From an optimization exercise on the open Yosys and OpenROAD flow, aimed at small area, a short achievable clock period and few clock cycles per item; shortcuts taken in it are not production practice. RTL that was checked went through simulation tests only; none was proved equivalent to the original. Power figures rest on the tool's default switching activity, not on a simulated workload.

==> module onp_calc, before the edit <==
module onp_calc(
    input clk,
    input rst,
    input [3:0] in_data,
    input wr_data,
    output [31:0] result,
    output result_ready
    );
    reg  [23:0] P;
    reg         ps;
    reg  [20:0] S;
    reg         szero;    
    reg   [1:0] nzc;      
    reg  [13:0] M;
    reg         ms;
    reg   [1:0] nic;      
    reg         pmul;     
    reg         rdy;
    reg         init;
    reg t_dig, t_pm, t_sub, t_mul, t_eq, t_lp, t_rp;
    reg x4, x8, xs, y1, y2, yn;
    wire clr = rdy | init;
    wire tv  = t_dig | t_pm | t_mul | t_eq | t_lp | t_rp;
    reg [2:0] fst [0:4];
    wire inh = ~pmul;
    wire [2:0] ftop = fst[0];
    wire f_szero = ftop[2], f_inh = ftop[1], f_ms = ftop[0];
    integer i;
    always @(posedge clk)
        if (t_lp) begin
            fst[0] <= {szero, inh, ms};
            for (i = 1; i < 5; i = i + 1) fst[i] <= fst[i-1];
        end else if (t_rp) begin
            for (i = 0; i < 4; i = i + 1) fst[i] <= fst[i+1];
        end
    reg ps_nx, szero_nx;
    always @* begin
        ps_nx = ps;
        if (clr | t_rp | t_eq) ps_nx = 1'b0;
        else if (t_pm) ps_nx = ms ^ t_sub;
        szero_nx = szero;
        if (clr | t_lp) szero_nx = 1'b1;
        else if (t_pm) szero_nx = 1'b0;
        else if (t_rp) szero_nx = f_szero;
    end
    wire [3:0] d = in_data;
    wire w_dig = wr_data & ~(d[3] & (d[2] | d[1]));
    wire w_as  = wr_data & (d == 4'hA || d == 4'hB || d == 4'hD || d == 4'hF);
    always @(posedge clk) begin
        t_dig <= w_dig;
        t_pm  <= wr_data & (d == 4'hA || d == 4'hB);
        t_mul <= wr_data & (d == 4'hC);
        t_eq  <= wr_data & (d == 4'hD);
        t_lp  <= wr_data & (d == 4'hE);
        t_rp  <= wr_data & (d == 4'hF);
        x4 <= w_dig & (d == 4'd3 || d == 4'd4 || d == 4'd5 || d == 4'd6);
        x8 <= w_dig & (d == 4'd7 || d == 4'd8 || d == 4'd9);
        xs <= w_as & ~szero_nx;
        y1 <= (w_dig & (d == 4'd1 || d == 4'd5 || d == 4'd9)) | (w_as & ~ps_nx);
        y2 <= w_dig & (d == 4'd2 || d == 4'd6);
        yn <= (w_dig & (d == 4'd3 || d == 4'd7)) | (w_as & ps_nx);
    end
    always @(posedge clk)
        t_sub <= d[0];
    wire [23:0] X = ({24{x4}} & {P[21:0], 2'b0})
                  | ({24{x8}} & {P[20:0], 3'b0})
                  | ({24{xs}} & {{3{S[20]}}, S});
    wire [23:0] Y = ({24{y1}} & P)
                  | ({24{y2}} & {P[22:0], 1'b0})
                  | ({24{yn}} & ~P);
    wire [24:0] sum1 = {X, 1'b1} + {Y, yn};
    wire [23:0] sum = sum1[24:1];
    reg [13:0] s0;
    reg [7:0]  s1;
    reg [7:0]  msave;
    wire held   = (nzc != 2'd0);
    wire push_s = t_pm & szero & held;
    wire pop_s  = t_rp & ~szero & held;
    always @(posedge clk) begin
        if (push_s) begin
            s0 <= S[13:0];
            s1 <= s0[7:0];
        end else if (pop_s) begin
            s0 <= {{6{s1[7]}}, s1};
        end
        if (t_lp & ~inh) msave <= M[7:0];
    end
    always @(posedge clk or posedge rst)
        if (rst) begin
            rdy <= 1'b0;
            init <= 1'b1;
        end else begin
            init <= 1'b0;
            rdy <= t_eq;
        end
    always @(posedge clk) begin
        szero <= szero_nx;
        if (clr) begin
            nzc <= 2'd0;
            nic <= 2'd0;
            pmul <= 1'b0;
        end else if (tv) begin
            pmul <= t_mul;
            if (t_lp) begin
                if (~szero) nzc <= nzc + 2'd1;
                if (~inh) nic <= nic + 2'd1;
            end
            if (t_rp) begin
                if (~f_szero) nzc <= nzc - 2'd1;
                if (~f_inh) nic <= nic - 2'd1;
            end
        end
    end
    always @(posedge clk) begin
        ps <= ps_nx;
        if (clr) begin
            P <= 24'd1;
            S <= 21'd0;
            M <= 14'd1;
            ms <= 1'b0;
        end else begin
            if (t_dig | t_rp | t_eq) P <= sum;
            if (t_pm) begin
                S <= sum[20:0];
                P <= {{10{M[13]}}, M};
            end
            if (t_lp) begin
                if (~inh) M <= P[13:0];
                ms <= ps;
            end
            if (t_rp) begin
                if (~szero) S <= held ? {{7{s0[13]}}, s0} : 21'd0;
                ms <= f_ms;
                if (~f_inh) M <= (nic == 2'd1) ? 14'd1 : {{6{msave[7]}}, msave};
            end
        end
    end
    assign result = {{8{P[23]}}, P};
    assign result_ready = rdy;
endmodule
==> flow/config.mk <==
export PLATFORM = sky130hd
export DESIGN_NAME = onp_calc
export DESIGN_NICKNAME = onp_calc
export VERILOG_FILES = /design/flow/design.v
export SDC_FILE = /design/flow/constraint.sdc
export NUM_CORES = 4
export LEC_CHECK = 0
export CAP_MARGIN = 20
export CORE_MARGIN = 2
export CORE_UTILIZATION = 40
export CTS_BUF_LIST = sky130_fd_sc_hd__clkbuf_8
export SLEW_MARGIN = 20
==> flow/constraint.sdc <==
create_clock -name core_clock -period 9.0 [get_ports {clk}]
set_input_delay 1.8000 -clock core_clock [delete_from_list [all_inputs] [get_ports {clk}]]
set_output_delay 1.8000 -clock core_clock [all_outputs]
set_load 0.01 [all_outputs]
standard.sh (not shown) runs the stock make flow with config.mk's settings and CLKGATE_MAP_FILE= SYNTH_SCRIPT=/design/flow/synth_recipe.tcl, a recipe that flattens the netlist after the stock synthesis.
==> flow/flow/run.sh <==
#!/bin/bash
set -euo pipefail
MARGIN=6.1
bash standard.sh synth > synth.log 2>&1
bash standard.sh SETUP_SLACK_MARGIN=$MARGIN "BUFFER_PORTS_ARGS=-buffer_cell sky130_fd_sc_hd__buf_1" finish > layout.log 2>&1
Testbench counts at the start, summed over its fixed seeds: cycles 30,450, exprs 2,400.
Next try:
--- a/flow/design.v
+++ b/flow/design.v
@@ -16,12 +16,11 @@
     reg   [1:0] nic;      
     reg         pmul;     
     reg         rdy;
     reg         init;
-    reg t_dig, t_pm, t_sub, t_mul, t_eq, t_lp, t_rp;
+    reg t_ps, t_pm, t_sub, t_mul, t_eq, t_lp, t_rp;    
     reg x4, x8, xs, y1, y2, yn;
     wire clr = rdy | init;
-    wire tv  = t_dig | t_pm | t_mul | t_eq | t_lp | t_rp;
     reg [2:0] fst [0:4];
     wire inh = ~pmul;
     wire [2:0] ftop = fst[0];
     wire f_szero = ftop[2], f_inh = ftop[1], f_ms = ftop[0];
@@ -46,9 +45,9 @@
     wire [3:0] d = in_data;
     wire w_dig = wr_data & ~(d[3] & (d[2] | d[1]));
     wire w_as  = wr_data & (d == 4'hA || d == 4'hB || d == 4'hD || d == 4'hF);
     always @(posedge clk) begin
-        t_dig <= w_dig;
+        t_ps  <= w_dig | (wr_data & (d == 4'hD || d == 4'hF));
         t_pm  <= wr_data & (d == 4'hA || d == 4'hB);
         t_mul <= wr_data & (d == 4'hC);
         t_eq  <= wr_data & (d == 4'hD);
         t_lp  <= wr_data & (d == 4'hE);
@@ -98,10 +97,11 @@
         if (clr) begin
             nzc <= 2'd0;
             nic <= 2'd0;
             pmul <= 1'b0;
-        end else if (tv) begin
-            pmul <= t_mul;
+        end else begin
+            if (t_mul) pmul <= 1'b1;
+            else if (t_pm | t_lp) pmul <= 1'b0;
             if (t_lp) begin
                 if (~szero) nzc <= nzc + 2'd1;
                 if (~inh) nic <= nic + 2'd1;
             end
@@ -118,9 +118,9 @@
             S <= 21'd0;
             M <= 14'd1;
             ms <= 1'b0;
         end else begin
-            if (t_dig | t_rp | t_eq) P <= sum;
+            if (t_ps) P <= sum;
             if (t_pm) begin
                 S <= sum[20:0];
                 P <= {{10{M[13]}}, M};
             end
Effect:
- The new run produced a clean layout
- worst setup slack degrades by 0.0088 ns
- non-clock buffer count is unchanged
- power goes up slightly
- final cell count goes down by a few percent
- clock skew goes down by 0.0042 ns
For the second run of this note, only the layout was checked, not whether the RTL still works.

[port drivers added, routing unchanged]
The flow's constraints put no driver on any port. The routed layouts listed below were extracted and timed again, unchanged, in two steps. Step 1 sets driving cells, clkbuf_16 on the clock port and buf_2 on the other inputs (assumed; they add their load-dependent delay and slew). Step 2 also shifts input and output timing later by t, the mid clock arrival at the registers, as if the neighbouring blocks saw the same clock. Three values: no drivers, after step 1, after step 2; two values: the first two.
run	shift t [ns]	setup WS [ns]	worst register clock-pin slew, ns	worst slew at a driven data input, ns	cell pins on the clock port's net
the first run	0.496	6.112 / 6.099 / 6.015	0.08 / 0.08	0.03	1
the second run	0.476	6.104 / 6.089 / 6.104	0.09 / 0.09	0.03	1
After both steps every run listed still meets setup and hold. For the first run, which loses most, drivers alone change the setup slack by -0.013 ns; drivers and shift together by -0.097 ns.
